Background: an optimization exercise with open tools, aiming at small area. Do not read the settings as production practice.
Function was checked by simulation only, so behaviour that the tests miss may differ from the original.
Power and IR drop assume default switching activity.

## key_counter_top
module key_counter_top(
   input wire clk,
   input wire rst_n,
   input wire [1:0] key,
   output wire [5:0] sel,
   output wire [7:0] seg,
   output wire [3:0] numberled,
   output wire number_beep
);
wire [1:0] press;
wire [3:0] n;
wire [1:0] status;
wire [2:0] j;
wire ay;
key_debouce key_debouce1(.clk(clk), .rst_n(rst_n), .key(key[0]), .press(press[0]));
key_debouce key_debouce2(.clk(clk), .rst_n(rst_n), .key(key[1]), .press(press[1]));
key_count key_count_inst(.clk(clk), .rst_n(rst_n), .p0(press[0]), .p1(press[1]),
                         .n(n), .status(status));
sel_driver sel_driver_inst(.clk(clk), .rst_n(rst_n), .ay(ay), .j(j), .sel(sel));
seg_decode seg_decode_inst(.j(j), .n(n), .seg(seg));
led number_led(.clk(clk), .rst_n(rst_n), .ay(ay), .status(status),
               .led(numberled), .beep(number_beep));
endmodule
clock: 70.0 ns
lec_check: 0
abc_area: 1
cap_margin: 20
core_margin: 2
core_utilization: 40
slew_margin: 20
run.sh (not shown) runs the stock make flow with config.mk's settings and CLKGATE_MAP_FILE= SYNTH_SCRIPT=/design/flow/synth_recipe.tcl, a recipe that flattens the netlist after the stock synthesis.
The first run finished clean.
Then changed:
--- a/flow/config.mk
+++ b/flow/config.mk
@@ -7,3 +7,2 @@
 export LEC_CHECK = 0
-export ABC_AREA = 1
 export CAP_MARGIN = 20
@@ -11,2 +10,5 @@
 export CORE_UTILIZATION = 40
+export CTS_BUF_LIST = sky130_fd_sc_hd__clkbuf_16
+export CTS_CLUSTER_DIAMETER = 500
+export CTS_CLUSTER_SIZE = 100
 export SLEW_MARGIN = 20
After rerunning: The changed run finished clean; synthesized area goes down by 1.3%; count of clock-buffer cells in the layout falls by 3; worst setup slack is better by 110 ps; global-route usage is higher by 0.42 points; cell count shrinks by 14%; utilization is higher by 1.0 points; cell area grows by 1.5%.

* * *

The RTL this note starts from:
==> flow/design.v <==
module key_debouce(
    input  wire clk,
    input  wire rst_n,
    input  wire key,
    output reg  press
);
localparam [9:0] WIDLE = 10'b1010101010;
localparam [9:0] WLAST = 10'b0010101010;
localparam [9:0] WLOAD = 10'b0010100110;
localparam [9:0] WMASK = 10'b1111011111;
reg key_reg;
reg [9:0] r;
wire fe   = key_reg & ~key;
wire last = (r & WMASK) == (WLAST & WMASK);
wire fb   = last ? WIDLE[0] : ~(r[9] ^ r[6]);
always @(posedge clk or negedge rst_n) begin
  if (!rst_n) begin
    key_reg <= 1'b1;
    r       <= WIDLE;
    press   <= 1'b0;
  end else begin
    key_reg <= key;
    r       <= fe ? WLOAD : {~r[8:0], fb};
    press   <= last & ~key;
  end
end
endmodule
module key_count(
    input  wire clk,
    input  wire rst_n,
    input  wire p0,           
    input  wire p1,           
    output reg  [3:0] n,
    output reg  [1:0] status
);
localparam [16:0] TLAST = 17'b00111001101000000;
wire ge30 = n[3] | (n[2] & n[1]);         
wire is25 = n[2] & ~n[1] & n[0];          
wire is30 = n[2] & n[1] & ~n[0];          
wire set  = is25 | is30;
reg [16:0] t;
wire tlast = (t == TLAST);
always @(posedge clk or negedge rst_n) begin
  if (!rst_n) begin
    n <= 4'd0;
  end else if (p0) begin
    n <= n + 4'd1;
  end else if (p1) begin
    n <= n + 4'd2;
  end else if (ge30) begin
    n <= 4'd1;
  end else if (is25) begin
    n <= 4'd0;
  end
end
always @(posedge clk) begin
  t <= set ? 17'd0 : {~t[15:0], t[16] ^ t[2]};
end
always @(posedge clk or negedge rst_n) begin
  if (!rst_n)
    status <= 2'b00;
  else if (is25)
    status <= 2'b01;
  else if (is30)
    status <= 2'b11;
  else if (tlast)
    status <= 2'b00;
end
endmodule
module seg_decode(
    input  wire [2:0] j,
    input  wire [3:0] n,
    output reg  [7:0] seg
);
always @(*) begin
  if (~j[2] & ~j[0])
    seg = n[0] ? 8'b1001_0010 : 8'b1100_0000;
  else if (~j[1] & j[0])
    case (n[3:1])
      3'd0: seg = 8'b0100_0000;
      3'd1: seg = 8'b0111_1001;
      3'd2: seg = 8'b0010_0100;
      3'd3: seg = 8'b1011_0000;
      default: seg = 8'b1001_1001;
    endcase
  else
    seg = 8'b0100_0000;
end
endmodule
module sel_driver(
    input  wire clk,
    input  wire rst_n,
    output wire ay,           
    output reg  [2:0] j,
    output wire [5:0] sel
);
localparam [9:0] AX = 10'b1000111000;
localparam [9:0] AY = 10'b0001110000;
reg [9:0] a;
wire ax = a[8:0] == AX[8:0];
assign ay = a[9:1] == AY[9:1];
always @(posedge clk or negedge rst_n) begin
  if (!rst_n) begin
    a <= AY;
    j <= 3'b000;
  end else begin
    a <= {a[8:0], a[9] ^ a[6] ^ ax};
    if (ax)
      j <= {j[1:0], ~j[2]};
  end
end
assign sel[5] = ~(~j[2] & ~j[0]);
assign sel[4] = ~(~j[1] &  j[0]);
assign sel[3] = ~(~j[2] &  j[1]);
assign sel[2] = ~( j[2] &  j[0]);
assign sel[1] = ~( j[1] & ~j[0]);
assign sel[0] = ~( j[2] & ~j[1]);
endmodule
module led(
    input  wire clk,
    input  wire rst_n,
    input  wire ay,
    input  wire [1:0] status,
    output reg  [3:0] led,
    output wire beep
);
reg [3:0] d;
reg [1:0] f;
reg [1:0] ps;
wire d9 = d[3] & d[0];
always @(posedge clk or negedge rst_n) begin
  if (!rst_n) begin
    d  <= 4'd9;
    f  <= 2'd3;
    ps <= 2'b10;
  end else begin
    ps <= status;
    if (ay) begin
      d <= d9 ? 4'd0 : d + 4'd1;
      if (d9)
        f <= f + 2'd1;
    end
  end
end
always @(*) begin
  case (ps)
    2'b11:   led = 4'b0001 << f;
    2'b01:   led = f[0] ? 4'b0000 : 4'b1111;
    2'b10:   led = 4'b1111;
    default: led = 4'b0000;
  endcase
end
beep beep_inst(.ps(ps), .f(f), .beep(beep));
endmodule
module beep(
    input  wire [1:0] ps,
    input  wire [1:0] f,
    output wire beep
);
assign beep = ~((ps == 2'b01 & f[0]) | (ps == 2'b11 & ~f[1]));
endmodule
module key_counter_top(
   input wire clk,
   input wire rst_n,
   input wire [1:0] key,
   output wire [5:0] sel,
   output wire [7:0] seg,
   output wire [3:0] numberled,
   output wire number_beep
);
wire [1:0] press;
wire [3:0] n;
wire [1:0] status;
wire [2:0] j;
wire ay;
key_debouce key_debouce1(.clk(clk), .rst_n(rst_n), .key(key[0]), .press(press[0]));
key_debouce key_debouce2(.clk(clk), .rst_n(rst_n), .key(key[1]), .press(press[1]));
key_count key_count_inst(.clk(clk), .rst_n(rst_n), .p0(press[0]), .p1(press[1]),
                         .n(n), .status(status));
sel_driver sel_driver_inst(.clk(clk), .rst_n(rst_n), .ay(ay), .j(j), .sel(sel));
seg_decode seg_decode_inst(.j(j), .n(n), .seg(seg));
led number_led(.clk(clk), .rst_n(rst_n), .ay(ay), .status(status),
               .led(numberled), .beep(number_beep));
endmodule
==> flow/config.mk <==
export PLATFORM = sky130hd
export DESIGN_NAME = key_counter_top
export DESIGN_NICKNAME = key_counter_top
export VERILOG_FILES = /design/flow/design.v
export SDC_FILE = /design/flow/constraint.sdc
export NUM_CORES = 4
export LEC_CHECK = 0
export CAP_MARGIN = 20
export CORE_MARGIN = 2
export CORE_UTILIZATION = 40
export SLEW_MARGIN = 20
==> flow/constraint.sdc <==
create_clock -name core_clock -period 70.0 [get_ports {clk}]
set_input_delay 14.0000 -clock core_clock [delete_from_list [all_inputs] [get_ports {clk}]]
set_output_delay 14.0000 -clock core_clock [all_outputs]
set_load 0.01 [all_outputs]
The first run finished with timing, DRC and antenna clean.
==> next run, changes <==
CTS_BUF_LIST = sky130_fd_sc_hd__clkbuf_8   (was not set)
CTS_CLUSTER_DIAMETER = 100   (was not set)
CTS_CLUSTER_SIZE = 40   (was not set)
Outcome: The changed run ran to the end with no violations. Routed wire length stays flat. First-iteration DRC count came out higher by 10%. Combinational power hardly moves. Sequential share of layout area does not change. Setup slack barely changes. Total power is about the same. Fmax is about the same. Final area does not change.

-- static timing again, ports no longer ideal --
Ports are ideal in the flow. The routed layouts listed here were re-timed in OpenROAD.
Step 1, drivers: a clkbuf_16 drives clk and a buf_2 each remaining input, both assumed.
Step 2 times the ports against the registers' clock, not the clock port: input delays grow and output delays shrink by t, the midpoint of the rising clock arrivals with the driver on.
Three values: ideal ports, drivers, drivers and shift; two values: the first two.
run | t, ns | setup slack, ns | worst register clock-pin slew, ns | worst slew at a driven data input, ns | pins driven straight from the clock port
the first run of note 1 | 0.365 | 53.898 / 53.868 / 54.233 | 0.08 / 0.08 | 0.03 | 1
the second run of note 1 | 0.355 | 54.009 / 53.976 / 54.331 | 0.06 / 0.06 | 0.03 | 1
the first run of note 2 | 0.361 | 53.996 / 53.968 / 54.329 | 0.08 / 0.08 | 0.03 | 1
the second run of note 2 | 0.360 | 53.998 / 53.970 / 54.330 | 0.07 / 0.07 | 0.03 | 1
After both steps setup and hold are still met in every run listed.
